Context: an optimization exercise on an open-source flow, tuned for small area and a short achievable clock period. The choices shown serve that exercise and are no tape-out recipe.
Only simulation tests tie the RTL to the original design; equivalence was not proved.
No activity file was given, so power comes from the tool's default toggle rates.

==> design.v <==
module alu_top (
    input             clk,
    input      [7:0]  a_in,
    input      [7:0]  b_in,
    input      [3:0]  command_in,
    input             oe,
    output reg [15:0] d_out
);
    reg [7:0] a_q, b_q;
    reg [3:0] cmd_q;
    reg       oe_q;
    wire [15:0] alu_out;
    always @(posedge clk) begin
        a_q   <= a_in;
        b_q   <= b_in;
        cmd_q <= command_in;
        oe_q  <= oe;
        d_out <= alu_out;
    end
    alu u_alu (.a_in(a_q), .b_in(b_q), .command_in(cmd_q), .oe(oe_q), .d_out(alu_out));
endmodule

module alu ( input [7:0]a_in,b_in,input [3:0]command_in,input oe,output [15:0]d_out);
	wire [15:0] prod;
	wire [7:0] q;
	mul u_mul (.a(a_in), .b(b_in), .p(prod));
	div u_div (.a(a_in), .b(b_in), .q(q));
	wire [7:0] a = a_in;
	wire [7:0] b = b_in;
	wire [3:0] c = command_in;
	wire [15:0] dc = 16'd1 << c;
	wire t00 = dc[2] | dc[3] | dc[11] | dc[12] | dc[14];
	wire t01 = dc[0] | dc[3] | dc[11] | dc[13];
	wire t10 = dc[2] | dc[3] | dc[6] | dc[12] | dc[14];
	wire t11 = dc[0] | dc[3] | dc[6] | dc[11] | dc[12] | dc[13];
	wire cen = dc[0] | dc[1] | dc[2] | dc[3] | dc[6];
	wire cin = dc[1] | dc[2];
	wire [7:0] y;
	genvar k;
	generate
		for (k = 0; k < 8; k = k + 1) begin : g_y
			assign y[k] = a[k] ? (b[k] ? t11 : t10) : (b[k] ? t01 : t00);
		end
	endgenerate
	wire [8:0] full = {1'b0, a} + {1'b0, y} + {8'd0, cin};
	wire [7:0] sum = cen ? full[7:0] : (a ^ y);
	wire bz = ~(|b);
	wire az = ~(|a);
	wire s_sum = oe & (dc[0] | dc[1] | dc[2] | dc[3] | dc[6] | dc[11] | dc[12] | dc[13] | dc[14] | dc[15]);
	wire s_co  = oe & (dc[0] | dc[1] | dc[6]);
	wire s_sub = oe & (dc[2] | dc[3]);
	wire s_mul = oe & dc[4];
	wire s_div = oe & dc[5];
	wire s_shr = oe & dc[7];
	wire s_ff  = oe & (dc[11] | dc[12] | dc[14]);
	wire hi = s_ff | (s_sub & ~full[8]) | (s_div & bz);
	wire b0 = oe & ((dc[8] & ~az & ~bz) | (dc[9] & ~(az & bz)) | (dc[10] & az));
	wire [7:0] lo = ({8{s_sum}} & sum) | ({8{s_mul}} & prod[7:0]) | ({8{s_div}} & q)
	              | ({8{s_shr}} & {1'b0, a[7:1]}) | {7'd0, b0};
	assign d_out[7:0] = lo;
	assign d_out[8] = hi | (s_mul & prod[8]) | (s_co & full[8]);
	assign d_out[15:9] = {7{hi}} | ({7{s_mul}} & prod[15:9]);
endmodule
module fa (input x, y, z, output s, c);
	assign s = x ^ y ^ z;
	assign c = (x & y) | (z & (x ^ y));
endmodule
module ha (input x, y, output s, c);
	assign s = x ^ y;
	assign c = x & y;
endmodule
module mul (input [7:0] a, b, output [15:0] p);
	wire [7:0] pp0 = a & {8{b[0]}};
	wire [7:0] pp1 = a & {8{b[1]}};
	wire [7:0] pp2 = a & {8{b[2]}};
	wire [7:0] pp3 = a & {8{b[3]}};
	wire [7:0] pp4 = a & {8{b[4]}};
	wire [7:0] pp5 = a & {8{b[5]}};
	wire [7:0] pp6 = a & {8{b[6]}};
	wire [7:0] pp7 = a & {8{b[7]}};
	wire s0h;
	wire c0h;
	wire s0f;
	wire c0f;
	wire s1h;
	wire c1h;
	wire s1f;
	wire c1f;
	wire s2h;
	wire c2h;
	wire s2f;
	wire c2f;
	wire s3h;
	wire c3h;
	wire s3f;
	wire c3f;
	wire s4h;
	wire c4h;
	wire s4f;
	wire c4f;
	wire s5f;
	wire c5f;
	wire s6f;
	wire c6f;
	wire s7f;
	wire c7f;
	wire s8f;
	wire c8f;
	wire s9f;
	wire c9f;
	wire s10f;
	wire c10f;
	wire s11f;
	wire c11f;
	wire s12f;
	wire c12f;
	wire s13f;
	wire c13f;
	wire s14f;
	wire c14f;
	wire s5h;
	wire c5h;
	wire s15f;
	wire c15f;
	wire s16f;
	wire c16f;
	wire s17f;
	wire c17f;
	wire s18f;
	wire c18f;
	wire s19f;
	wire c19f;
	wire s20f;
	wire c20f;
	wire s21f;
	wire c21f;
	wire s22f;
	wire c22f;
	wire s23f;
	wire c23f;
	wire s6h;
	wire c6h;
	wire s24f;
	wire c24f;
	wire s25f;
	wire c25f;
	wire s26f;
	wire c26f;
	wire s27f;
	wire c27f;
	wire s28f;
	wire c28f;
	wire s29f;
	wire c29f;
	wire s30f;
	wire c30f;
	wire s31f;
	wire c31f;
	wire s32f;
	wire c32f;
	wire s33f;
	wire c33f;
	wire s34f;
	wire c34f;
	ha h0 (.x(pp0[6]), .y(pp1[5]), .s(s0h), .c(c0h));
	fa f0 (.x(pp0[7]), .y(pp1[6]), .z(pp2[5]), .s(s0f), .c(c0f));
	ha h1 (.x(pp3[4]), .y(pp4[3]), .s(s1h), .c(c1h));
	fa f1 (.x(pp1[7]), .y(pp2[6]), .z(pp3[5]), .s(s1f), .c(c1f));
	ha h2 (.x(pp4[4]), .y(pp5[3]), .s(s2h), .c(c2h));
	fa f2 (.x(pp2[7]), .y(pp3[6]), .z(pp4[5]), .s(s2f), .c(c2f));
	ha h3 (.x(pp0[4]), .y(pp1[3]), .s(s3h), .c(c3h));
	fa f3 (.x(pp0[5]), .y(pp1[4]), .z(pp2[3]), .s(s3f), .c(c3f));
	ha h4 (.x(pp3[2]), .y(pp4[1]), .s(s4h), .c(c4h));
	fa f4 (.x(s0h), .y(pp2[4]), .z(pp3[3]), .s(s4f), .c(c4f));
	fa f5 (.x(pp4[2]), .y(pp5[1]), .z(pp6[0]), .s(s5f), .c(c5f));
	fa f6 (.x(s0f), .y(s1h), .z(pp5[2]), .s(s6f), .c(c6f));
	fa f7 (.x(pp6[1]), .y(pp7[0]), .z(c0h), .s(s7f), .c(c7f));
	fa f8 (.x(s1f), .y(s2h), .z(pp6[2]), .s(s8f), .c(c8f));
	fa f9 (.x(pp7[1]), .y(c0f), .z(c1h), .s(s9f), .c(c9f));
	fa f10 (.x(s2f), .y(pp5[4]), .z(pp6[3]), .s(s10f), .c(c10f));
	fa f11 (.x(pp7[2]), .y(c1f), .z(c2h), .s(s11f), .c(c11f));
	fa f12 (.x(pp3[7]), .y(pp4[6]), .z(pp5[5]), .s(s12f), .c(c12f));
	fa f13 (.x(pp6[4]), .y(pp7[3]), .z(c2f), .s(s13f), .c(c13f));
	fa f14 (.x(pp4[7]), .y(pp5[6]), .z(pp6[5]), .s(s14f), .c(c14f));
	ha h5 (.x(pp0[3]), .y(pp1[2]), .s(s5h), .c(c5h));
	fa f15 (.x(s3h), .y(pp2[2]), .z(pp3[1]), .s(s15f), .c(c15f));
	fa f16 (.x(s3f), .y(s4h), .z(pp5[0]), .s(s16f), .c(c16f));
	fa f17 (.x(s4f), .y(s5f), .z(c3f), .s(s17f), .c(c17f));
	fa f18 (.x(s6f), .y(s7f), .z(c4f), .s(s18f), .c(c18f));
	fa f19 (.x(s8f), .y(s9f), .z(c6f), .s(s19f), .c(c19f));
	fa f20 (.x(s10f), .y(s11f), .z(c8f), .s(s20f), .c(c20f));
	fa f21 (.x(s12f), .y(s13f), .z(c10f), .s(s21f), .c(c21f));
	fa f22 (.x(s14f), .y(pp7[4]), .z(c12f), .s(s22f), .c(c22f));
	fa f23 (.x(pp5[7]), .y(pp6[6]), .z(pp7[5]), .s(s23f), .c(c23f));
	ha h6 (.x(pp0[2]), .y(pp1[1]), .s(s6h), .c(c6h));
	fa f24 (.x(s5h), .y(pp2[1]), .z(pp3[0]), .s(s24f), .c(c24f));
	fa f25 (.x(s15f), .y(pp4[0]), .z(c5h), .s(s25f), .c(c25f));
	fa f26 (.x(s16f), .y(c3h), .z(c15f), .s(s26f), .c(c26f));
	fa f27 (.x(s17f), .y(c4h), .z(c16f), .s(s27f), .c(c27f));
	fa f28 (.x(s18f), .y(c5f), .z(c17f), .s(s28f), .c(c28f));
	fa f29 (.x(s19f), .y(c7f), .z(c18f), .s(s29f), .c(c29f));
	fa f30 (.x(s20f), .y(c9f), .z(c19f), .s(s30f), .c(c30f));
	fa f31 (.x(s21f), .y(c11f), .z(c20f), .s(s31f), .c(c31f));
	fa f32 (.x(s22f), .y(c13f), .z(c21f), .s(s32f), .c(c32f));
	fa f33 (.x(s23f), .y(c14f), .z(c22f), .s(s33f), .c(c33f));
	fa f34 (.x(pp6[7]), .y(pp7[6]), .z(c23f), .s(s34f), .c(c34f));
	wire [15:0] ra = {1'b0, pp7[7], s34f, s33f, s32f, s31f, s30f, s29f, s28f, s27f, s26f, s25f, s24f, s6h, pp0[1], pp0[0]};
	wire [15:0] rb = {1'b0, c34f, c33f, c32f, c31f, c30f, c29f, c28f, c27f, c26f, c25f, c24f, c6h, pp2[0], pp1[0], 1'b0};
	assign p = ra + rb;
endmodule
module div (input [7:0] a, b, output [7:0] q);
	wire [9:0] b1 = {2'b00, b};
	wire [9:0] b2 = {1'b0, b, 1'b0};
	wire [7:0] rem [0:4];
	assign rem[4] = 8'd0;
	genvar k;
	generate
		for (k = 3; k >= 0; k = k - 1) begin : g_st
			localparam I = 2*k;
			localparam W = 8 - I;
			wire [W-1:0] t;
			if (W == 2) begin : g_t2
				assign t = a[I+1:I];
			end else begin : g_tn
				assign t = {rem[k+1][W-3:0], a[I+1:I]};
			end
			wire f1 = (b <= ((1 << W) - 1));
			wire f2 = (b <= ((1 << W) - 1) / 2);
			wire f3 = (b <= ((1 << W) - 1) / 3);
			wire [W:0] d1 = {1'b0, t} - {1'b0, b1[W-1:0]};
			wire [W:0] d2 = {1'b0, t} - {1'b0, b2[W-1:0]};
			wire [W-1:0] m3 = {b[W-2:0], 1'b0} + b[W-2:0];
			wire [W:0] d3 = {1'b0, t} - {1'b0, m3};
			wire ge1 = ~d1[W] & f1, ge2 = ~d2[W] & f2, ge3 = ~d3[W] & f3;
			assign q[I+1] = ge2;
			assign q[I] = ge3 | (ge1 & ~ge2);
			wire [W-1:0] r = ge3 ? d3[W-1:0] : ge2 ? d2[W-1:0] : ge1 ? d1[W-1:0] : t;
			if (W == 8) begin : g_r8
				assign rem[k] = r;
			end else begin : g_rn
				assign rem[k] = {{(8-W){1'b0}}, r};
			end
		end
	endgenerate
endmodule
==> flow/run.sh <==
#!/bin/bash
# The standard layout with three changes:
#  - synthesis leaves arithmetic to ABC instead of extracting full/half adder
#    cells (ADDER_MAP_FILE empty);
#  - ABC maps with flow/abc_area.script, which sizes gates against a delay
#    target instead of upsizing every path as far as it goes;
#  - the port buffers that global placement inserts use the smallest buffer.
set -euo pipefail
rm -rf scripts_abc
cp -r "$FLOW_HOME/scripts" scripts_abc
cp flow/abc_area.script scripts_abc/abc_area.script
export SCRIPTS_DIR="$PWD/scripts_abc"
export BUFFER_PORTS_ARGS="-buffer_cell sky130_fd_sc_hd__buf_1"
bash standard.sh ADDER_MAP_FILE= finish > standard_flow.log 2>&1
==> flow/abc_area.script <==
strash
dc2
dch -f
map -B 0.9
topo
stime -c
upsize -c -D 4000
dnsize -c -D 4000
==> standard.sh <==
#!/bin/bash
# synth_recipe.tcl (not shown) runs the flow's synth.tcl, then flattens the netlist and writes it again
# the make line also repeats each setting of config.mk as NAME=value (left out here)
make -C /OpenROAD-flow-scripts/flow DESIGN_CONFIG=/design/flow/config.mk WORK_HOME=/design/flow/orfs CLKGATE_MAP_FILE= SYNTH_SCRIPT=/design/flow/synth_recipe.tcl "${@:-finish}"
==> config.mk <==
export PLATFORM = sky130hd
export DESIGN_NAME = alu_top
export DESIGN_NICKNAME = alu_top
export VERILOG_FILES = /design/flow/design.v
export SDC_FILE = /design/flow/constraint.sdc
export NUM_CORES = 4
export LEC_CHECK = 0
export ABC_AREA = 1
export CAP_MARGIN = 20
export CORE_MARGIN = 2
export CORE_UTILIZATION = 40
export CTS_BUF_LIST = sky130_fd_sc_hd__clkbuf_8
export SLEW_MARGIN = 20
==> constraint.sdc <==
create_clock -name core_clock -period 24.0 [get_ports {clk}]
set_input_delay 4.8000 -clock core_clock [delete_from_list [all_inputs] [get_ports {clk}]]
set_output_delay 4.8000 -clock core_clock [all_outputs]
set_load 0.01 [all_outputs]
==> results of run 1 <==
cells in the mapped netlist, types with 2 or more instances:
| library cell | number |
|---|---|
| sky130_fd_sc_hd__a21boi_0 | 3 |
| sky130_fd_sc_hd__a21oi_1 | 37 |
| sky130_fd_sc_hd__a221oi_1 | 2 |
| sky130_fd_sc_hd__a22oi_1 | 5 |
| sky130_fd_sc_hd__a31oi_1 | 2 |
| sky130_fd_sc_hd__clkinv_1 | 102 |
| sky130_fd_sc_hd__dfxtp_1 | 37 |
| sky130_fd_sc_hd__inv_2 | 5 |
| sky130_fd_sc_hd__nand2_1 | 357 |
| sky130_fd_sc_hd__nand3_1 | 90 |
| sky130_fd_sc_hd__nand3b_1 | 7 |
| sky130_fd_sc_hd__nand4_1 | 9 |
| sky130_fd_sc_hd__nor2_1 | 59 |
| sky130_fd_sc_hd__nor3_1 | 2 |
| sky130_fd_sc_hd__nor4_1 | 2 |
| sky130_fd_sc_hd__o2111ai_1 | 2 |
| sky130_fd_sc_hd__o211ai_1 | 6 |
| sky130_fd_sc_hd__o21ai_0 | 80 |
| sky130_fd_sc_hd__o21ai_1 | 2 |
| sky130_fd_sc_hd__o22ai_1 | 14 |
| sky130_fd_sc_hd__o311ai_0 | 4 |
| sky130_fd_sc_hd__or2_1 | 4 |
| sky130_fd_sc_hd__or2_2 | 17 |
| sky130_fd_sc_hd__xnor2_1 | 26 |
| sky130_fd_sc_hd__xor2_1 | 30 |
area by class of cell:
cell class / count / area [um^2] / area share [%]
multi-input cells: 768 / 3700 / 70.0
flip-flops and latches: 37 / 741 / 14.0
inverters: 107 / 402 / 7.59
well taps: 147 / 184 / 3.47
repair buffers: 42 / 176 / 3.33
clock buffers: 5 / 68.8 / 1.30
clock inverters: 3 / 18.8 / 0.354
power by group through the flow:
stage,Combinational (uW),Sequential [uW],Clock [uW]
6_report,138,73.3,44.3
5_1_grt,158,73.9,47.8
4_1_cts,137,73.0,45.2
3_5_place_dp,137,74.4,0
3_3_place_gp,137,74.5,0
2_1_floorplan,107,74.5,0
metrics by stage:
step | cells | hold slack [ns] | utilization, % | total power, uW | worst slack (ns)
floorplan | 912 | 0.559 | - | 181 | 18.87
global placement | 1101 | 0.702 | 43.7 | 211 | 18.68
detailed placement | 1101 | 0.688 | 43.7 | 211 | 18.69
CTS | 1109 | 0.723 | 44.5 | 255 | 18.35
global route | 1109 | 0.775 | 44.5 | 280 | 18.23
finish | 1109 | 0.719 | 44.5 | 255 | 18.36
final timing paths:
check             endpoint     start  slack [ns]  depth (start not counted)
setup / recovery  d_out[0]  d_out[0]       18.36                          1
hold / removal    d_out[8]      oe_q        0.72                          4
setup reg to reg  d_out[0]    b_q[1]       18.73                         36
hold reg to reg   d_out[8]      oe_q        0.72                          4
sequential cells by signal, indices dropped and copies added, names as in the netlist:
register	cells
d_out	16
a_q	8
b_q	8
cmd_q	4
oe_q	1
per-layer routing:
layer  GRT usage [%]  vias up  wire length (um)
li1                -     3122                 -
met1            33.6     2572              7340
met2            38.5      229              6800
met3            4.45       38              1130
met4            6.67        0               393
met5               0        -                 0
logic make-up after synthesis:
logic type               Yosys count  synth area share (%)
AND/OR/NAND/NOR                  547                  46.9
AO/OA/AOI/OAI                    164                  19.2
buffers and inverters            107                  8.29
XOR/XNOR                          56                  10.1
flip-flops                        37                  15.3
adder cells (fa/ha/maj)            1                 0.207
==> impl_metrics.sql, run 1 <==
INSERT INTO impl_metrics (metric_group, metric, value, unit) VALUES
('pwr', 'clock_power_share', '17.3', '%'),
('worst_setup_path', 'crit_path_start_kind', 'flop', ''),
('global_routing', 'wire_length_of_the_first_global_routing_pass', '25400', 'um'),
('global_routing', 'grt_pass1_vias', '5106', ''),
('worst_setup_path', 'cp.buffers_inverters', '1', ''),
('sta', 'post-route-period-util', '23.5', '%'),
('clock_network', 'hold_buffers', '0', ''),
('logic_synthesis', 'synth.top_cell.area_share', '27.6', '%'),
('worst_hold_path', 'hp-class', 'reg -> reg', ''),
('sta', 'worst_slew_margin_rel', '43.1', '%'),
('logic_synthesis', 'netlist_area', '4850', 'um^2'),
('global_routing', 'grt_ovf', '0', ''),
('pwr', 'power_per_cell_area', '48.2', 'nW/um^2'),
('sta', 'max_slew_violations', '0', ''),
('drt', 'wire_per_inst', '14.1', 'um'),
('drt', 'initialDrtViolationCount', '538', ''),
('logic_synthesis', 'count_of_flip_flops_with_a_built_in_enable_after_synthesis', '0', ''),
('flow_run', 'max_cap_violations', '0', ''),
('drt', 'drtAntennaViolNets', '0', ''),
('pwr', 'switching_share', '47.1', '%'),
('clock_network', 'post_cts_buffers', '0', ''),
('clock_network', 'tritoncts', 'yes', ''),
('logic_synthesis', 'synth_ff_type', 'sky130_fd_sc_hd__dfxtp_1', ''),
('drt', 'wirelength', '15700', 'um'),
('floorplan', 'floorplan.io_pins', '38', ''),
('global_routing', 'grt_start_max_net_pins', '24', ''),
('floorplan', 'fp.coreArea', '11900', 'um^2'),
('clock_network', 'cts-root-buf', 'sky130_fd_sc_hd__clkbuf_8', ''),
('logic_synthesis', 'synth_cell_type_count', '33', ''),
('logic_synthesis', 'synth-seq-area-share', '15.3', '%'),
('worst_setup_path', 'critical_path_class', 'reg -> out', ''),
('clock_network', 'clock_latency_late_sink', '0.30', 'ns'),
('logic_synthesis', 'synth.net_count', '934', ''),
('worst_setup_path', 'crit_required', '19.20', 'ns'),
('worst_setup_path', 'crit_slowest_cell', 'sky130_fd_sc_hd__dfxtp_1', ''),
('placement', 'place.detailed.hpwl', '12000', 'um'),
('sta', 'transition_at_the_pin_with_the_smallest_max_transition_slack', '0.852', 'ns'),
('layout', 'mostFrequentLayoutCell', 'sky130_fd_sc_hd__nand2_1', ''),
('pwr', 'ir_worst_vdd', '0.0391', 'mV'),
('clock_network', 'cts_made_buffers', '5', ''),
('pwr', 'internal_power', '135', 'uW'),
('layout', 'antenna-diode-count', '0', ''),
('layout', 'mostFrequentLayoutCells', 'sky130_fd_sc_hd__nand2_1, sky130_fd_sc_hd__clkinv_1, sky130_fd_sc_hd__nand3_1', ''),
('layout', 'nets', '983', ''),
('layout', 'layout-area-overhead-vs-synth', '9.24', '%'),
('worst_setup_path', 'crit_chain', 'buf_1', ''),
('sta', 'rsz0062_at_grt', 'false', ''),
('logic_synthesis', 'synthCells', '912', ''),
('logic_synthesis', 'netlist_top_cells_area', 'sky130_fd_sc_hd__nand2_1, sky130_fd_sc_hd__dfxtp_1, sky130_fd_sc_hd__nand3_1', ''),
('worst_setup_path', 'critical_path_peak_fanout', '1', ''),
('floorplan', 'dieWidth', '114', 'um'),
('outcome', 'status', 'finished clean', ''),
('floorplan', 'rows', '40', ''),
('logic_synthesis', 'async_reset_ff_share', '0', '%'),
('clock_network', 'postCtsResizedCells', '0', ''),
('pwr', 'power_leakage', '0.00247', 'uW'),
('layout', 'nFillCells', '1344', ''),
('placement', 'gp_congestion', '0.991', ''),
('sta', 'tns', '0', 'ns'),
('logic_synthesis', 'syn_avg_cell_area', '5.31', 'um^2'),
('drt', 'vias_per_cell', '5.38', ''),
('sta', 'finalWorstPathRequiredPeriod', '5.64', 'ns'),
('logic_synthesis', 'yosysWarningCount', '2', ''),
('drt', 'residual_drc_count', '0', ''),
('pwr', 'comb_power_share', '54.0', '%'),
('clock_network', 'clock_path_buffers', '2', ''),
('sta', 'clock_skew', '0.0173', 'ns'),
('floorplan', 'initial_utilization', '40.7', '%'),
('global_routing', 'combined_global_route_utilization_of_all_metal_layers', '24.2', '%'),
('logic_synthesis', 'post-synth-top-area-cell', 'sky130_fd_sc_hd__nand2_1', ''),
('sta', 'timing_hold_violations_final', '0', '');
==> inputs of run 2 (changes only) <==
--- a/config.mk
+++ b/config.mk
@@ -11,3 +11,3 @@
 export CORE_UTILIZATION = 40
 export CTS_BUF_LIST = sky130_fd_sc_hd__clkbuf_8
-export SLEW_MARGIN = 20
+export SLEW_MARGIN = 60
==> impl_metrics.sql, run 2 <==
INSERT INTO impl_metrics (metric_group, metric, value, unit) VALUES
('outcome', 'status', 'finished clean', ''),
('pwr', 'power_per_cell_area', '48.2', 'nW/um^2'),
('worst_setup_path', 'cp.buffers_inverters', '1', ''),
('global_routing', 'grt.met3_usage', '3.55', '%'),
('global_routing', 'grt_pass1_vias', '5194', ''),
('layout', 'layout_top_registers', 'd_out (16), a_q (8), b_q (8)', ''),
('logic_synthesis', 'ys_ff_latch', '37', ''),
('worst_setup_path', 'crit_path_start_kind', 'flop', ''),
('clock_network', 'numClockSinks', '37', ''),
('sta', 'transition_at_the_pin_with_the_smallest_max_transition_slack', '0.574', 'ns'),
('floorplan', 'floorplan.die.height', '114', 'um'),
('clock_network', 'cts-htree-levels', '2', ''),
('clock_network', 'postCtsResizedCells', '0', ''),
('clock_network', 'cts_made_buffers', '5', ''),
('drt', 'vias_per_cell', '5.37', ''),
('worst_setup_path', 'critical-path-max-stage-delay', '0.36', 'ns'),
('pwr', 'ir_worst_vdd', '0.0327', 'mV'),
('worst_setup_path', 'crit_slowest_cell', 'sky130_fd_sc_hd__dfxtp_1', ''),
('sta', 'clock_skew', '0.0158', 'ns'),
('logic_synthesis', 'yosysWarningCount', '2', ''),
('layout', 'nets', '983', ''),
('clock_network', 'clock_transition_time_at_the_flip_flop_clock_pins_of_the_worst_setup_and_hold_paths', '0.09', 'ns'),
('worst_setup_path', 'crit_required', '19.20', 'ns'),
('floorplan', 'rows', '40', ''),
('clock_network', 'post_cts_buffers', '0', ''),
('floorplan', 'initial_utilization', '40.7', '%'),
('logic_synthesis', 'netlist_top_cells_area', 'sky130_fd_sc_hd__nand2_1, sky130_fd_sc_hd__dfxtp_1, sky130_fd_sc_hd__nand3_1', ''),
('layout', 'fraction_of_final_layout_cells_with_drive_strength_greater_than_1', '4.47', '%'),
('logic_synthesis', 'synth_ff_type', 'sky130_fd_sc_hd__dfxtp_1', ''),
('sta', 'timing_hold_violations_final', '0', ''),
('global_routing', 'combined_global_route_utilization_of_all_metal_layers', '24.5', '%'),
('logic_synthesis', 'syn_avg_cell_area', '5.31', 'um^2'),
('logic_synthesis', 'post_synth_most_frequent_cells', 'sky130_fd_sc_hd__nand2_1, sky130_fd_sc_hd__clkinv_1, sky130_fd_sc_hd__nand3_1', ''),
('layout', 'largest_register_ff_count', '16', ''),
('drt', 'wirelength', '15700', 'um'),
('logic_synthesis', 'post-synth-top-area-cell', 'sky130_fd_sc_hd__nand2_1', ''),
('sta', 'finalWorstPathRequiredPeriod', '5.64', 'ns'),
('global_routing', 'groute.layer.met2.usage', '39.5', '%'),
('placement', 'io_buffers', '37', ''),
('flow_run', 'max_cap_violations', '0', ''),
('clock_network', 'hold_buffers', '0', ''),
('layout', 'mostFrequentLayoutCells', 'sky130_fd_sc_hd__nand2_1, sky130_fd_sc_hd__clkinv_1, sky130_fd_sc_hd__nand3_1', ''),
('floorplan', 'floorplan.io_pins', '38', ''),
('layout', 'instances_no_fill', '1109', ''),
('drt', 'route.vias.total', '5952', ''),
('floorplan', 'dieWidth', '114', 'um'),
('drt', 'residual_drc_count', '0', ''),
('logic_synthesis', 'cell_with_the_most_instances_after_synthesis', 'sky130_fd_sc_hd__nand2_1', ''),
('global_routing', 'grt_ovf', '0', ''),
('global_routing', 'wire_length_of_the_first_global_routing_pass', '25700', 'um'),
('logic_synthesis', 'synth.net_count', '934', ''),
('sta', 'worst_slew_margin_rel', '61.7', '%'),
('placement', 'gp_congestion', '0.991', ''),
('clock_network', 'tritoncts', 'yes', ''),
('logic_synthesis', 'async_reset_ff_share', '0', '%'),
('clock_network', 'clock_latency_late_sink', '0.30', 'ns'),
('sta', 'max_freq', '177', 'MHz'),
('sta', 'tns', '0', 'ns'),
('pwr', 'power_leakage', '0.00247', 'uW'),
('logic_synthesis', 'count_of_flip_flops_with_a_built_in_enable_after_synthesis', '0', ''),
('worst_hold_path', 'hp-class', 'reg -> reg', ''),
('layout', 'largest-register', 'd_out', ''),
('layout', 'layout-area-overhead-vs-synth', '9.60', '%'),
('global_routing', 'grt_start_max_net_pins', '24', ''),
('drt', 'initialDrtViolationCount', '576', ''),
('global_routing', 'busiest_layer', 'met2', ''),
('worst_setup_path', 'cp.arrival', '0.84', 'ns'),
('logic_synthesis', 'synth-seq-area-share', '15.3', '%'),
('layout', 'mostFrequentLayoutCell', 'sky130_fd_sc_hd__nand2_1', ''),
('logic_synthesis', 'netlist_area', '4850', 'um^2'),
('logic_synthesis', 'synth.top_cell.area_share', '27.6', '%'),
('floorplan', 'fp.coreArea', '11900', 'um^2'),
('clock_network', 'clock_path_buffers', '2', ''),
('drt', 'drt_pass1_iterations', '5', ''),
('placement', 'place.detailed.hpwl', '12100', 'um'),
('worst_setup_path', 'crit_chain', 'buf_1', ''),
('sta', 'post-route-period-util', '23.5', '%'),
('drt', 'drtAntennaViolNets', '0', ''),
('worst_setup_path', 'critical_path_class', 'reg -> out', ''),
('global_routing', 'met1_usage', '34.1', '%'),
('sta', 'rsz0062_at_grt', 'false', ''),
('worst_setup_path', 'critical_path_peak_fanout', '1', ''),
('placement', 'place_inst', '1101', ''),
('worst_setup_path', 'critPathTopFamily', 'flip-flops', ''),
('floorplan', 'fp.dieArea', '13000', 'um^2'),
('clock_network', 'cts-root-buf', 'sky130_fd_sc_hd__clkbuf_8', ''),
('logic_synthesis', 'synthCells', '912', ''),
('worst_setup_path', 'critPathCaptureType', 'output port', ''),
('sta', 'max_slew_violations', '0', ''),
('sta', 'setup-violations-final', '0', ''),
('global_routing', 'antenna_found_initial', '0', ''),
('drt', 'wire_per_inst', '14.2', 'um'),
('logic_synthesis', 'synth_cell_type_count', '33', ''),
('layout', 'antenna-diode-count', '0', '');
run 2: cell counts after synthesis:
Identical to the previous run, type by type.
run 2: per-stage QoR:
step	setup slack (ns)	power (uW)	hold slack (ns)	instance area (um^2)	util (%)
2_1_floorplan	18.87	181	0.559	4850	-
3_3_place_gp	18.68	211	0.702	5210	43.7
3_5_place_dp	18.68	212	0.708	5220	43.8
4_1_cts	18.34	256	0.729	5310	44.6
5_1_grt	18.32	282	0.766	5310	44.6
6_report	18.36	256	0.728	5310	44.6
run 2: logic make-up (layout without fill, tap and decap cells):
family | after synthesis | in the layout | synth area share [%]
adder cells (fa/ha/maj) | 1 | 1 | 0.207
AO/OA/AOI/OAI | 164 | 164 | 19.2
XOR/XNOR | 56 | 56 | 10.1
flip-flops | 37 | 37 | 15.3
buffers and inverters | 107 | 157 | 8.29
AND/OR/NAND/NOR | 547 | 547 | 46.9
run 2: area by class of cell:
type | instances | area [um^2]
clock buffers | 5 | 68.8
clock inverters | 3 | 18.8
fillers | 1339 | 6600
inverters | 107 | 402
multi-input cells | 768 | 3710
flip-flops and latches | 37 | 751
well taps | 147 | 184
repair buffers | 42 | 176
run 2: worst paths after layout:
path	from	endpoint	slack, ns	cells past startpoint
setup / recovery	d_out[0]	d_out[0]	18.36	1
hold / removal	oe_q	d_out[8]	0.73	4
setup reg to reg	b_q[3]	d_out[0]	19.07	38
hold reg to reg	oe_q	d_out[8]	0.73	4
run 2: power breakdown:
| part | leakage [uW] | total (uW) | internal, uW | switching [uW] |
|---|---|---|---|---|
| logic | 0.00212 | 138 | 48.8 | 89.7 |
| clock network | 0.0000416 | 44.3 | 20.1 | 24.3 |
| registers | 0.000309 | 73.4 | 66.4 | 6.98 |
| total | 0.00247 | 256 | 135 | 121 |
run 2: worst reg2reg max path, delay by kind of cell (launching register included):
family,cells,cell delay [ns]
AO/OA/AOI/OAI,2,0.36
buffers and inverters,3,0.83
flip-flops,1,0.31
AND/OR/NAND/NOR,33,3.33
run 2: layer usage:
layer  up-vias  part of all wire [%]
li1       3114                     -
met1      2585                    47
met2       222                    44
met3        31                   7.0
met4         0                   2.3
met5         -                     0
==> inputs of run 3 (changes only) <==
--- a/config.mk
+++ b/config.mk
@@ -9,5 +9,5 @@
 export CAP_MARGIN = 20
 export CORE_MARGIN = 2
-export CORE_UTILIZATION = 40
+export CORE_UTILIZATION = 75
 export CTS_BUF_LIST = sky130_fd_sc_hd__clkbuf_8
-export SLEW_MARGIN = 60
+export SLEW_MARGIN = 20
==> impl_metrics.sql, run 3 <==
INSERT INTO impl_metrics (metric_group, metric, value, unit) VALUES
('drt', 'initialDrtViolationCount', '1077', ''),
('pwr', 'power_leakage', '0.00247', 'uW'),
('clock_network', 'numClockSinks', '37', ''),
('worst_setup_path', 'critical-path-max-stage-delay', '0.32', 'ns'),
('logic_synthesis', 'synth.net_count', '934', ''),
('logic_synthesis', 'async_reset_ff_share', '0', '%'),
('clock_network', 'post_cts_buffers', '0', ''),
('clock_network', 'cts-htree-levels', '2', ''),
('worst_setup_path', 'cp.arrival', '0.79', 'ns'),
('logic_synthesis', 'synth_xor_area_share', '10.1', '%'),
('sta', 'tns', '0', 'ns'),
('flow_run', 'max_cap_violations', '0', ''),
('worst_setup_path', 'critPathCaptureType', 'output port', ''),
('placement', 'post_placement_cell_area', '5100', 'um^2'),
('logic_synthesis', 'yosys.area_share.simple', '46.9', '%'),
('layout', 'nets', '980', ''),
('logic_synthesis', 'post-synth-top-area-cell', 'sky130_fd_sc_hd__nand2_1', ''),
('worst_setup_path', 'cp.buffers_inverters', '1', ''),
('placement', 'gp_congestion', '1.03', ''),
('layout', 'largest-register', 'd_out', ''),
('sta', 'finalWorstPathRequiredPeriod', '5.59', 'ns'),
('worst_hold_path', 'worstHoldPathCells', '4', ''),
('worst_setup_path', 'setup.reg_to_reg.worst_slack', '18.50', 'ns'),
('sta', 'post-route-period-util', '23.3', '%'),
('drt', 'wirelength', '16200', 'um'),
('logic_synthesis', 'synth_cell_type_count', '33', ''),
('layout', 'antenna-diode-count', '0', ''),
('layout', 'layout-area-overhead-vs-synth', '7.64', '%'),
('global_routing', 'wire_length_of_the_first_global_routing_pass', '26500', 'um'),
('logic_synthesis', 'count_of_flip_flops_with_a_built_in_enable_after_synthesis', '0', ''),
('worst_setup_path', 'critical_path_class', 'reg -> out', ''),
('sta', 'rsz0062_at_grt', 'false', ''),
('clock_network', 'postCtsResizedCells', '0', ''),
('clock_network', 'hold_buffers', '0', ''),
('logic_synthesis', 'synth-seq-area-share', '15.3', '%'),
('worst_setup_path', 'critical_path_peak_fanout', '1', ''),
('sta', 'worst_slew_margin_rel', '34.6', '%'),
('logic_synthesis', 'area_share_of_fa_ha_maj_cells_after_synthesis', '0.207', '%'),
('layout', 'mostFrequentLayoutCells', 'sky130_fd_sc_hd__nand2_1, sky130_fd_sc_hd__clkinv_1, sky130_fd_sc_hd__nand3_1', ''),
('placement', 'place.detailed.hpwl', '11800', 'um'),
('layout', 'fraction_of_final_layout_cells_with_drive_strength_greater_than_1', '3.34', '%'),
('drt', 'drt_pass1_iterations', '21', ''),
('pwr', 'fin_total_pwr', '274', 'uW'),
('drt', 'drtAntennaViolNets', '0', ''),
('sta', 'max_slew_violations', '0', ''),
('layout', 'mostFrequentLayoutCell', 'sky130_fd_sc_hd__nand2_1', ''),
('layout', 'layout_top_registers', 'd_out (16), a_q (8), b_q (8)', ''),
('logic_synthesis', 'main_combinational_cell_family_by_area_after_synthesis', 'simple AND/OR/NAND/NOR gates', ''),
('logic_synthesis', 'post_synth_most_frequent_cells', 'sky130_fd_sc_hd__nand2_1, sky130_fd_sc_hd__clkinv_1, sky130_fd_sc_hd__nand3_1', ''),
('pwr', 'ir_worst_vdd', '0.0608', 'mV'),
('worst_setup_path', 'critPathTopFamily', 'flip-flops', ''),
('sta', 'max_freq', '179', 'MHz'),
('layout', 'stdcell_area', '5220', 'um^2'),
('logic_synthesis', 'cell_with_the_most_instances_after_synthesis', 'sky130_fd_sc_hd__nand2_1', ''),
('logic_synthesis', 'synthCells', '912', ''),
('logic_synthesis', 'synth_compound_area_share', '19.2', '%'),
('global_routing', 'grt_ovf', '0', ''),
('global_routing', 'grt_start_max_net_pins', '24', ''),
('pwr', 'power_per_cell_area', '52.5', 'nW/um^2'),
('logic_synthesis', 'synth_ff_type', 'sky130_fd_sc_hd__dfxtp_1', ''),
('logic_synthesis', 'netlist_area', '4850', 'um^2'),
('sta', 'setup-violations-final', '0', ''),
('global_routing', 'antenna_found_initial', '0', ''),
('floorplan', 'dieWidth', '84.4', 'um'),
('worst_setup_path', 'crit_required', '19.20', 'ns'),
('global_routing', 'combined_global_route_utilization_of_all_metal_layers', '44.6', '%'),
('sta', 'transition_at_the_pin_with_the_smallest_max_transition_slack', '0.980', 'ns'),
('placement', 'io_buffers', '37', ''),
('floorplan', 'fp.dieArea', '7120', 'um^2'),
('floorplan', 'initial_utilization', '76.8', '%'),
('sta', 'timing_hold_violations_final', '0', ''),
('clock_network', 'clock_path_buffers', '2', ''),
('layout', 'largest_register_ff_count', '16', ''),
('logic_synthesis', 'synth.top_cell.area_share', '27.6', '%'),
('worst_hold_path', 'hp-class', 'reg -> reg', ''),
('floorplan', 'fp.coreArea', '6310', 'um^2'),
('sta', 'clock_skew', '0.0120', 'ns'),
('floorplan', 'floorplan.die.height', '84.4', 'um'),
('worst_hold_path', 'hold_path_startpoint', 'oe_q', ''),
('worst_setup_path', 'rr_worst_depth', '35', ''),
('logic_synthesis', 'netlist_top_cells_area', 'sky130_fd_sc_hd__nand2_1, sky130_fd_sc_hd__dfxtp_1, sky130_fd_sc_hd__nand3_1', ''),
('global_routing', 'grt_pass1_vias', '6129', ''),
('logic_synthesis', 'yosysWarningCount', '2', ''),
('floorplan', 'rows', '29', ''),
('drt', 'residual_drc_count', '0', ''),
('clock_network', 'cts-root-buf', 'sky130_fd_sc_hd__clkbuf_8', ''),
('clock_network', 'clock_latency_late_sink', '0.30', 'ns'),
('logic_synthesis', 'syn_avg_cell_area', '5.31', 'um^2'),
('drt', 'wire_per_inst', '15.7', 'um'),
('clock_network', 'cts_made_buffers', '5', ''),
('drt', 'vias_per_cell', '6.41', ''),
('outcome', 'status', 'finished clean', ''),
('worst_setup_path', 'crit_chain', 'buf_1', ''),
('floorplan', 'floorplan.io_pins', '38', ''),
('logic_synthesis', 'ys_ff_latch', '37', ''),
('logic_synthesis', 'muxShareOfSynthArea', '0', '%'),
('worst_setup_path', 'r2r_start', 'b_q[1]', ''),
('worst_setup_path', 'startpoint', 'd_out[4]', ''),
('drt', 'route.vias.total', '6644', ''),
('clock_network', 'tritoncts', 'yes', ''),
('worst_setup_path', 'r2r_end', 'd_out[0]', ''),
('worst_setup_path', 'crit_slowest_cell', 'sky130_fd_sc_hd__dfxtp_1', ''),
('clock_network', 'clock_transition_time_at_the_flip_flop_clock_pins_of_the_worst_setup_and_hold_paths', '0.08', 'ns'),
('layout', 'nFillCells', '480', ''),
('worst_setup_path', 'crit_path_start_kind', 'flop', ''),
('worst_hold_path', 'worst_hold_path.endpoint', 'd_out[8]', '');
-- run 3: worst max path at each step --
stage,to,cells after the start,slack (ns)
floorplan,d_out[0],0,18.87
global placement,d_out[3],1,18.77
detailed placement,d_out[0],1,18.75
CTS,d_out[0],1,18.44
global route,d_out[0],32,18.08
finish,d_out[4],1,18.41
-- run 3: cell type report --
| class | instances | area, um^2 | share of cell area (%) |
|---|---|---|---|
| Multi-Input combinational cell | 768 | 3700 | 71.0 |
| Clock buffer | 6 | 82.6 | 1.58 |
| Tap cell | 77 | 96.3 | 1.85 |
| Sequential cell | 37 | 741 | 14.2 |
| Timing Repair Buffer | 39 | 154 | 2.95 |
| Inverter | 107 | 402 | 7.70 |
| Clock inverter | 2 | 37.5 | 0.719 |
-- run 3: kinds of logic (layout without fill, tap and decap cells) --
logic type | count (synthesis) | in the layout
AND/OR/NAND/NOR | 547 | 547
adder cells (fa/ha/maj) | 1 | 1
XOR/XNOR | 56 | 56
flip-flops | 37 | 37
buffers and inverters | 107 | 154
AO/OA/AOI/OAI | 164 | 164
-- run 3: through the flow --
step,setup WS (ns),hold WS (ns),util [%],std cells
final,18.41,0.690,82.6,1036
after global routing,18.08,0.752,82.6,1036
after CTS,18.44,0.677,82.6,1036
after detailed placement,18.75,0.668,80.7,1028
after global placement,18.77,0.652,80.7,1028
after floorplan,18.87,0.559,-,912
-- run 3: where the power goes --
part | switching, uW | leakage, uW | total (uW) | internal (uW)
combinational | 92.8 | 0.00210 | 141 | 48.4
clock | 23.5 | 0.0000574 | 57.3 | 33.8
sequential | 9.05 | 0.000309 | 75.3 | 66.2
-- run 3: per-layer routing --
layer  up-vias  global-route usage, %  wire length [um]
li1       3102                      -                 -
met1      2828                   51.9              5630
met2       539                   75.6              7210
met3       175                   9.24              2160
met4         0                   26.0              1210
met5         -                      0                 0
==> inputs of run 4 (changes only) <==
--- a/config.mk
+++ b/config.mk
@@ -9,5 +9,5 @@
 export CAP_MARGIN = 20
 export CORE_MARGIN = 2
-export CORE_UTILIZATION = 75
+export CORE_UTILIZATION = 65
 export CTS_BUF_LIST = sky130_fd_sc_hd__clkbuf_8
 export SLEW_MARGIN = 20
==> impl_metrics.sql, run 4 <==
INSERT INTO impl_metrics (metric_group, metric, value, unit) VALUES
('placement', 'io_buffers', '37', ''),
('logic_synthesis', 'post_synth_most_frequent_cells', 'sky130_fd_sc_hd__nand2_1, sky130_fd_sc_hd__clkinv_1, sky130_fd_sc_hd__nand3_1', ''),
('worst_hold_path', 'hp-class', 'reg -> reg', ''),
('worst_hold_path', 'worstHoldPathCells', '4', ''),
('pwr', 'total_switching_power', '122', 'uW'),
('logic_synthesis', 'synth-seq-area-share', '15.3', '%'),
('sta', 'tns', '0', 'ns'),
('sta', 'timing_hold_violations_final', '0', ''),
('pwr', 'internal_power', '148', 'uW'),
('logic_synthesis', 'synth_compound_area_share', '19.2', '%'),
('logic_synthesis', 'main_combinational_cell_family_by_area_after_synthesis', 'simple AND/OR/NAND/NOR gates', ''),
('global_routing', 'grt_pass1_vias', '6122', ''),
('worst_setup_path', 'critPathTopFamily', 'flip-flops', ''),
('pwr', 'power_per_cell_area', '51.5', 'nW/um^2'),
('worst_setup_path', 'startpoint', 'd_out[5]', ''),
('worst_setup_path', 'cp.buffers_inverters', '1', ''),
('worst_setup_path', 'r2r_start', 'b_q[1]', ''),
('worst_setup_path', 'critical_path_peak_fanout', '1', ''),
('worst_setup_path', 'rr_worst_depth', '31', ''),
('layout', 'mostFrequentLayoutCells', 'sky130_fd_sc_hd__nand2_1, sky130_fd_sc_hd__clkinv_1, sky130_fd_sc_hd__nand3_1', ''),
('logic_synthesis', 'yosysWarningCount', '2', ''),
('logic_synthesis', 'synth.net_count', '934', ''),
('layout', 'stdcell_area', '5250', 'um^2'),
('drt', 'wire_per_inst', '15.1', 'um'),
('pwr', 'switching_share', '45.1', '%'),
('layout', 'nFillCells', '677', ''),
('floorplan', 'initial_utilization', '66.8', '%'),
('drt', 'residual_drc_count', '0', ''),
('worst_hold_path', 'hold_path_startpoint', 'oe_q', ''),
('worst_setup_path', 'crit_required', '19.20', 'ns'),
('logic_synthesis', 'area_share_of_fa_ha_maj_cells_after_synthesis', '0.207', '%'),
('global_routing', 'combined_global_route_utilization_of_all_metal_layers', '39.3', '%'),
('clock_network', 'clock_latency_late_sink', '0.29', 'ns'),
('layout', 'nets', '980', ''),
('sta', 'max_freq', '180', 'MHz'),
('layout', 'largest-register', 'd_out', ''),
('floorplan', 'dieWidth', '90.4', 'um'),
('clock_network', 'cts-root-buf', 'sky130_fd_sc_hd__clkbuf_8', ''),
('layout', 'layout-area-overhead-vs-synth', '8.21', '%'),
('clock_network', 'numClockSinks', '37', ''),
('worst_setup_path', 'cp.arrival', '0.76', 'ns'),
('placement', 'gp_congestion', '1.04', ''),
('drt', 'wirelength', '16000', 'um'),
('pwr', 'seq_power_share', '27.7', '%'),
('layout', 'layout_top_registers', 'd_out (16), a_q (8), b_q (8)', ''),
('logic_synthesis', 'cell_with_the_most_instances_after_synthesis', 'sky130_fd_sc_hd__nand2_1', ''),
('clock_network', 'clock_path_buffers', '2', ''),
('outcome', 'status', 'finished clean', ''),
('logic_synthesis', 'synth_xor_area_share', '10.1', '%');
[run 4: path summary, 6_finish.rpt]
| check | endpoint | slack [ns] |
|---|---|---|
| max reg2reg | d_out[0] | 18.58 |
| min | d_out[8] | 0.70 |
| max | d_out[5] | 18.44 |
| min reg2reg | d_out[8] | 0.70 |
[run 4: layout make-up]
class / instances / area (um^2) / share of cell area [%]
sequential: 37 / 741 / 14.1
clock inverter: 2 / 37.5 / 0.716
multi-input combinational: 768 / 3700 / 70.6
tap: 99 / 124 / 2.36
inverter: 107 / 402 / 7.66
timing repair buffer: 39 / 154 / 2.93
clock buffer: 6 / 82.6 / 1.57
[run 4: worst min-delay path: stages (launching register included)]
cell and delay [ns]:
sky130_fd_sc_hd__dfxtp_1 0.35, sky130_fd_sc_hd__clkinv_1 0.07, sky130_fd_sc_hd__a21oi_1 0.05, sky130_fd_sc_hd__nand2_1 0.11, sky130_fd_sc_hd__nand3_1 0.08
[run 4: cell families (layout without fill, tap and decap cells)]
logic type	after synthesis	after routing
AND/OR/NAND/NOR	547	547
AO/OA/AOI/OAI	164	164
buffers and inverters	107	154
XOR/XNOR	56	56
flip-flops	37	37
adder cells (fa/ha/maj)	1	1
[run 4: per-layer routing]
layer / part of all wire (%) / vias up / track usage, %
met5: 0 / - / 0
met4: 6.0 / 0 / 21.7
met3: 12 / 119 / 7.35
met2: 45 / 419 / 66.2
met1: 37 / 2869 / 47.1
li1: - / 3104 / -
[run 4: power by group through the flow]
stage | clock [uW] | combinational [uW] | sequential [uW]
2_1_floorplan | 0 | 107 | 74.5
3_3_place_gp | 0 | 129 | 75.5
3_5_place_dp | 0 | 135 | 75.7
4_1_cts | 56.8 | 135 | 74.2
5_1_grt | 59.6 | 157 | 75.2
6_report | 57.1 | 138 | 74.9
[run 4: stage by stage]
stage	worst slack (ns)	std cells	utilization (%)
6_report	18.44	1058	72.3
4_1_cts	18.43	1058	72.3
5_1_grt	18.07	1058	72.3
3_5_place_dp	18.75	1050	70.7
2_1_floorplan	18.87	912	-
3_3_place_gp	18.77	1050	70.7

==> what the ideal ports hide <==
The results above use ideal ports. As a check the final layouts listed here were re-extracted and re-timed, cells and wires unchanged.
Step 1 (the two cells are an assumption about what drives the block):
set clk [get_ports {clk}]
set_driving_cell -lib_cell sky130_fd_sc_hd__clkbuf_16 $clk
set_driving_cell -lib_cell sky130_fd_sc_hd__buf_2 [delete_from_list [all_inputs] $clk]
Step 2 adds t to the input delays and takes it off the output delays; t is the mean of the earliest and latest rising clock arrival at the registers after step 1. Input paths then give back, and output paths get back, about the clock's delay inside the block.
Three values: ideal ports, drivers, drivers and shift; two values: the first two.
| run | t (ns) | setup WS [ns] | worst hold slack (ns) | latest minus earliest clock arrival (ns) | cell pins on the clock port's net |
|---|---|---|---|---|---|
| run 1 | 0.326 | 18.361 / 18.330 / 18.656 | 0.718 / 0.718 / 0.718 | 0.017 / 0.018 | 1 |
| run 2 | 0.325 | 18.364 / 18.333 / 18.658 | 0.728 / 0.728 / 0.728 | 0.016 / 0.016 | 1 |
| run 3 | 0.323 | 18.406 / 18.379 / 18.504 | 0.690 / 0.690 / 0.690 | 0.012 / 0.012 | 1 |
| run 4 | 0.317 | 18.443 / 18.412 / 18.576 | 0.703 / 0.703 / 0.703 | 0.007 / 0.007 | 1 |
After both steps every run listed still meets setup and hold.
